Source: an optimization exercise on an open RTL-to-GDS flow (aim: small area). Production flows keep margins and buffers that such runs may drop.
In this exercise RTL edits were held to simulation tests only and were not proved equivalent to the original.
Power and IR drop assume default switching activity.

==> flow/design.v <==
`timescale 1ns / 1ps
module CCI_stage_top(
		input				clk,
		input				reset,
		input		[31:0]	dataIn,
		output	reg	[31:0]	outputVoltage,
		output	reg			outputValid
		);
	localparam DEPTH = 37;			 
	reg		[16:0]	u;
	reg				live;			 
	reg		[32*DEPTH-1:0]	sr;		 
	reg		[31:0]	hold0;			 
	reg				an;				 
	reg		[15:0]	ax;				 
	reg		[7:0]	y1;				 
	reg		[11:0]	z;				 
	reg		[11:0]	cr;				 
	reg		[11:0]	k1;				 
	wire	[31:0]	s0  = sr[0 +: 32];
	wire	[31:0]	s19 = sr[32*19 +: 32];
	wire	[31:0]	s36 = sr[32*36 +: 32];
	wire	[15:0]	d    = s0[31:16] - s0[15:0];
	wire			edge0 = (u[3:0] == 4'd15);	 
	wire			lineM = (u[16:4] == 13'd0);	 
	wire			cell0 = (u[3:0] == 4'd2);	 
	wire	[18:0]	p10 = {ax, 3'd0} + {2'd0, ax, 1'd0} + (an ? 19'd10 : 19'd0);
	wire	[7:0]	f10 = p10[18:11];
	wire	[7:0]	y1m = edge0 ? 8'd0 : y1;
	wire	[22:0]	pz  = {ax, 7'd0} + {6'd0, ax, 1'd0} + {7'd0, ax} + (an ? 23'd131 : 23'd0) + {y1m, 11'd0};
	wire	[11:0]	crn = (edge0 ? 12'd0 : {4'd0, f10}) + z;
	wire	[11:0]	term = cell0 ? k1 : cr;
	wire	[15:0]	upd  = s19[31:16] + {4'd0, term};
	always @(posedge clk) begin
		sr <= {sr[32*(DEPTH-1)-1 : 32*20], upd, s19[15:0], sr[32*19-1 : 0], dataIn};
		an <= d[15];
		ax <= d ^ {16{d[15]}};
		y1 <= f10;
		z  <= pz[22:11];
		cr <= lineM ? 12'd0 : crn;
		if (cell0) k1 <= cr;
		if (cell0) hold0 <= s36;
	end
	always @(posedge clk or posedge reset) begin
		if (reset) begin
			u             <= 17'h1FFF2;
			live          <= 1'b0;
			outputValid   <= 1'b0;
			outputVoltage <= 32'd0;
		end else begin
			u <= u + 17'd1;
			if (u[5] & ~u[4] & u[1]) live <= 1'b1;				 
			if (~u[5] & u[4] & u[1]) outputValid <= 1'b1;		 
			outputVoltage <= live ? (cell0 ? hold0 : s36) : 32'd0;
		end
	end
endmodule
export LEC_CHECK = 0
export CAP_MARGIN = 20
export CORE_MARGIN = 2
export CORE_UTILIZATION = 60
export CTS_BUF_LIST = sky130_fd_sc_hd__clkbuf_8
export CTS_CLUSTER_DIAMETER = 50
export CTS_CLUSTER_SIZE = 18
export PLACE_DENSITY = 0.75
export SLEW_MARGIN = 20
create_clock -name core_clock -period 5.0 [get_ports {clk}]
run.sh (not shown) runs the stock make flow with config.mk's settings and CLKGATE_MAP_FILE= SYNTH_SCRIPT=/design/flow/synth_recipe.tcl, a recipe that flattens the netlist after the stock synthesis.
The starting point finished clean.
Change:
Settings changed: CORE_UTILIZATION 60 to 40, CTS_BUF_LIST sky130_fd_sc_hd__clkbuf_8 to default, CTS_CLUSTER_DIAMETER 50 to default, CTS_CLUSTER_SIZE 18 to default, PLACE_DENSITY 0.75 to default.
Non-clock buffer count stays the same.
Wire length grows by a few percent.
Power grows by about a fifth.
Die area grows by well over a third.
Hold slack degrades by 0.015 ns.
Clock power grows by well over a third.
Design area grows by a little under a tenth.
Setup slack degrades by 0.088 ns.
Clock skew shrinks by 0.013 ns.
Change:
==> flow/flow/run.sh (new file) <==
#!/bin/bash
# The standard layout (standard.sh), with two changes made through ORFS's own
# variables: the port buffers use the smallest buffer cell, and CTS balances
# the tree without dummy loads. Each tool's output goes to orfs/logs; make's
# own output goes to flow_make.log here.
set -euo pipefail
export BUFFER_PORTS_ARGS="-buffer_cell sky130_fd_sc_hd__buf_1"
export CTS_ARGS="-sink_clustering_enable -repair_clock_nets -dont_use_dummy_load -sink_clustering_size 22 -sink_clustering_max_diameter 40 -buf_list sky130_fd_sc_hd__clkbuf_8"
bash standard.sh > flow_make.log 2>&1
==> flow/standard.sh (new file) <==
#!/bin/bash
# synth_recipe.tcl (not shown) runs the flow's synth.tcl, then flattens the netlist and writes it again
# the make line also repeats each setting of config.mk as NAME=value (left out here)
make -C /OpenROAD-flow-scripts/flow DESIGN_CONFIG=/design/flow/config.mk WORK_HOME=/design/flow/orfs CLKGATE_MAP_FILE= SYNTH_SCRIPT=/design/flow/synth_recipe.tcl "${@:-finish}"
Settings changed: CORE_UTILIZATION 40 to 70, PLACE_DENSITY from default to 0.8.
removed: flow/run.sh
What happened: Clock-buffer cell count goes down by 72; final area went down by 9.1%; combinational power shrinks by about 3%; total power goes down by 15%; fmax grows by 3.2%; register-to-register slack gets better by 0.13 ns; via count went up by 0.32%; worst hold slack loses 0.027 ns; wire length rose by 14%; non-clock buffer count went up by 3.
Change:
==> flow/run.sh (new file) <==
#!/bin/bash
# synth_recipe.tcl (not shown) runs the flow's synth.tcl, then flattens the netlist and writes it again
# the make line also repeats each setting of config.mk as NAME=value (left out here)
make -C /OpenROAD-flow-scripts/flow DESIGN_CONFIG=/design/flow/config.mk WORK_HOME=/design/flow/orfs CLKGATE_MAP_FILE= SYNTH_SCRIPT=/design/flow/synth_recipe.tcl finish
Settings changed: CORE_UTILIZATION 70 to 60, CTS_BUF_LIST from default to sky130_fd_sc_hd__clkbuf_8, CTS_CLUSTER_DIAMETER from default to 45, CTS_CLUSTER_SIZE from default to 20, PLACE_DENSITY 0.8 to 0.75.
removed: flow/flow/run.sh
removed: flow/standard.sh
Synthesized cell count does not change.
Fmax went down by 1.4%.
Setup slack loses 0.059 ns.
Cell area went up by 3.3%.
Count of clock-buffer cells in the layout went up by 1.
Total power went up by 3.8%.
Flip-flop and latch count does not change.
Via count went down by 1.1%.
Register-to-register slack loses 0.06 ns.
Core utilization went down by 8.5 points.
Wire length went down by 14%.

========
Setup of alpha:
// CCI_stage_top: RTL as listed in full above, without the edits since
Settings: LEC_CHECK=0, CAP_MARGIN=20, CORE_MARGIN=2, CORE_UTILIZATION=60, CTS_BUF_LIST=sky130_fd_sc_hd__clkbuf_16, CTS_CLUSTER_DIAMETER=50, CTS_CLUSTER_SIZE=25, PLACE_DENSITY=0.75, SLEW_MARGIN=20; clock period 5.0 ns.
Stock flow here: none of the scripts above is used.
Changes in beta relative to alpha:
# alpha
export LEC_CHECK = 0
export CAP_MARGIN = 20
export CORE_MARGIN = 2
export CORE_UTILIZATION = 60
export CTS_BUF_LIST = sky130_fd_sc_hd__clkbuf_16
export CTS_CLUSTER_DIAMETER = 50
export CTS_CLUSTER_SIZE = 25
export PLACE_DENSITY = 0.75
export SLEW_MARGIN = 20
create_clock -name core_clock -period 5.0 [get_ports {clk}]
# beta
export LEC_CHECK = 0
export CAP_MARGIN = 20
export CORE_MARGIN = 2
export CORE_UTILIZATION = 80
export CTS_BUF_LIST = sky130_fd_sc_hd__clkbuf_16
export CTS_CLUSTER_DIAMETER = 45
export CTS_CLUSTER_SIZE = 30
export PLACE_DENSITY = 0.88
export SLEW_MARGIN = 20
create_clock -name core_clock -period 5.0 [get_ports {clk}]
==> results.txt <==
beta finished every stage; the final checks, however, were not passed, the failures being negative setup slack.
On number of iterations in the first detailed-routing pass: between alpha and beta, it ends up lower for alpha.
Of the two values seen for master of the slowest instance on the critical path, sky130_fd_sc_hd__fa_1 was produced by alpha and sky130_fd_sc_hd__a31oi_1 by beta.
Compared with alpha, beta shows a lower critical path depth.
Side by side, core utilization turned out higher in beta than in alpha.
beta has less setup slack than alpha.
met4 as the top layer used by detailed routing was reported by alpha, and met5 by beta.
### beta -> gamma
# beta
export LEC_CHECK = 0
export CAP_MARGIN = 20
export CORE_MARGIN = 2
export CORE_UTILIZATION = 80
export CTS_BUF_LIST = sky130_fd_sc_hd__clkbuf_16
export CTS_CLUSTER_DIAMETER = 45
export CTS_CLUSTER_SIZE = 30
export PLACE_DENSITY = 0.88
export SLEW_MARGIN = 20
create_clock -name core_clock -period 5.0 [get_ports {clk}]
# gamma
export LEC_CHECK = 0
export CAP_MARGIN = 20
export CORE_MARGIN = 2
export CORE_UTILIZATION = 60
export PLACE_DENSITY = 0.75
export SLEW_MARGIN = 20
create_clock -name core_clock -period 5.0 [get_ports {clk}]
==> flow/flow/run.sh (new file) <==
#!/bin/bash
# The standard layout (standard.sh), with two changes made through ORFS's own
# variables: the port buffers use the smallest buffer cell, and CTS balances
# the tree without dummy loads. Each tool's output goes to orfs/logs; make's
# own output goes to flow_make.log here.
set -euo pipefail
export BUFFER_PORTS_ARGS="-buffer_cell sky130_fd_sc_hd__buf_1"
export CTS_ARGS="-sink_clustering_enable -repair_clock_nets -dont_use_dummy_load -sink_clustering_size 11 -sink_clustering_max_diameter 40 -buf_list sky130_fd_sc_hd__clkbuf_4"
bash standard.sh > flow_make.log 2>&1
==> flow/standard.sh (new file) <==
#!/bin/bash
# synth_recipe.tcl (not shown) runs the flow's synth.tcl, then flattens the netlist and writes it again
# the make line also repeats each setting of config.mk as NAME=value (left out here)
make -C /OpenROAD-flow-scripts/flow DESIGN_CONFIG=/design/flow/config.mk WORK_HOME=/design/flow/orfs CLKGATE_MAP_FILE= SYNTH_SCRIPT=/design/flow/synth_recipe.tcl "${@:-finish}"
removed: flow/run.sh
Compared with beta, gamma shows post-layout total power lower by 21%. Worst relative slew slack in gamma is 14 points above beta. gamma was carried through to the last stage, and its layout satisfied the timing, design-rule and antenna checks. Global-route met3 utilization ends up lower on gamma.
Inputs modified between gamma and delta:
# gamma
export LEC_CHECK = 0
export CAP_MARGIN = 20
export CORE_MARGIN = 2
export CORE_UTILIZATION = 60
export PLACE_DENSITY = 0.75
export SLEW_MARGIN = 20
create_clock -name core_clock -period 5.0 [get_ports {clk}]
# delta
export LEC_CHECK = 0
export CAP_MARGIN = 20
export CORE_MARGIN = 2
export CORE_UTILIZATION = 60
export PLACE_DENSITY = 0.9
export SLEW_MARGIN = 20
create_clock -name core_clock -period 5.0 [get_ports {clk}]
--- a/flow/flow/run.sh
+++ b/flow/flow/run.sh
@@ -7,3 +7,3 @@
 export BUFFER_PORTS_ARGS="-buffer_cell sky130_fd_sc_hd__buf_1"
-export CTS_ARGS="-sink_clustering_enable -repair_clock_nets -dont_use_dummy_load -sink_clustering_size 11 -sink_clustering_max_diameter 40 -buf_list sky130_fd_sc_hd__clkbuf_4"
+export CTS_ARGS="-sink_clustering_enable -repair_clock_nets -dont_use_dummy_load -sink_clustering_size 20 -sink_clustering_max_diameter 40 -buf_list sky130_fd_sc_hd__clkbuf_8"
 bash standard.sh > flow_make.log 2>&1
Findings:
In the flow results for gamma and delta, the clock buffer instance count of the final layout is larger on gamma. delta vs. gamma: global-route usage went up 0.92 points, share of the clock period used by the worst path went up 0.70 points, arrival time of data at the critical path endpoint went down 0.25 ns. Relative to gamma, final antenna diode count decreased by 1 in delta. Via count: delta vs gamma down 166. delta against gamma: y dimension of the die essentially unchanged; final design area excluding fillers essentially unchanged; routed wire length increased 10%; cell count decreased 70. As far as proportion of cell area occupied by multi-input gates is concerned, gamma and delta perform about the same.

## afterwards: timing with drivers on the ports
How much do the figures lean on ideal ports? The routed layouts below were timed once more, with nothing changed but the port constraints. Step 1 sets driving cells, clkbuf_16 on the clock port and buf_2 on the other inputs (assumed; they add their load-dependent delay and slew). Step 2 moves the port delays by t, midway between the first and last clock arrival at a register: inputs arrive t later, outputs are due t later. That takes back most of the time a late clock gives input paths. Slacks: ideal / step 1 / step 2; pairs: ideal / step 1.
run | t, ns | setup slack, ns | worst setup path after step 2 | worst register clock-pin slew, ns | pins driven straight from the clock port
the first run of note 1 | 0.724 | 0.799 / 0.799 / 0.799 | register to register | 0.11 / 0.11 | 1
the second run of note 1 | 0.700 | 0.711 / 0.711 / 0.711 | register to register | 0.07 / 0.07 | 1
the third run of note 1 | 0.713 | 0.842 / 0.842 / 0.842 | register to register | 0.12 / 0.12 | 1
the fourth run of note 1 | 0.733 | 0.783 / 0.783 / 0.783 | register to register | 0.12 / 0.12 | 1
alpha | 0.657 | 0.790 / 0.790 / 0.790 | register to register | 0.09 / 0.09 | 1
beta | 0.695 | -0.011 / -0.011 / -0.011 | register to register | 0.12 / 0.12 | 1
gamma | 0.946 | 0.778 / 0.778 / 0.778 | register to register | 0.11 / 0.11 | 1
delta | 0.715 | 0.743 / 0.743 / 0.743 | register to register | 0.12 / 0.12 | 1
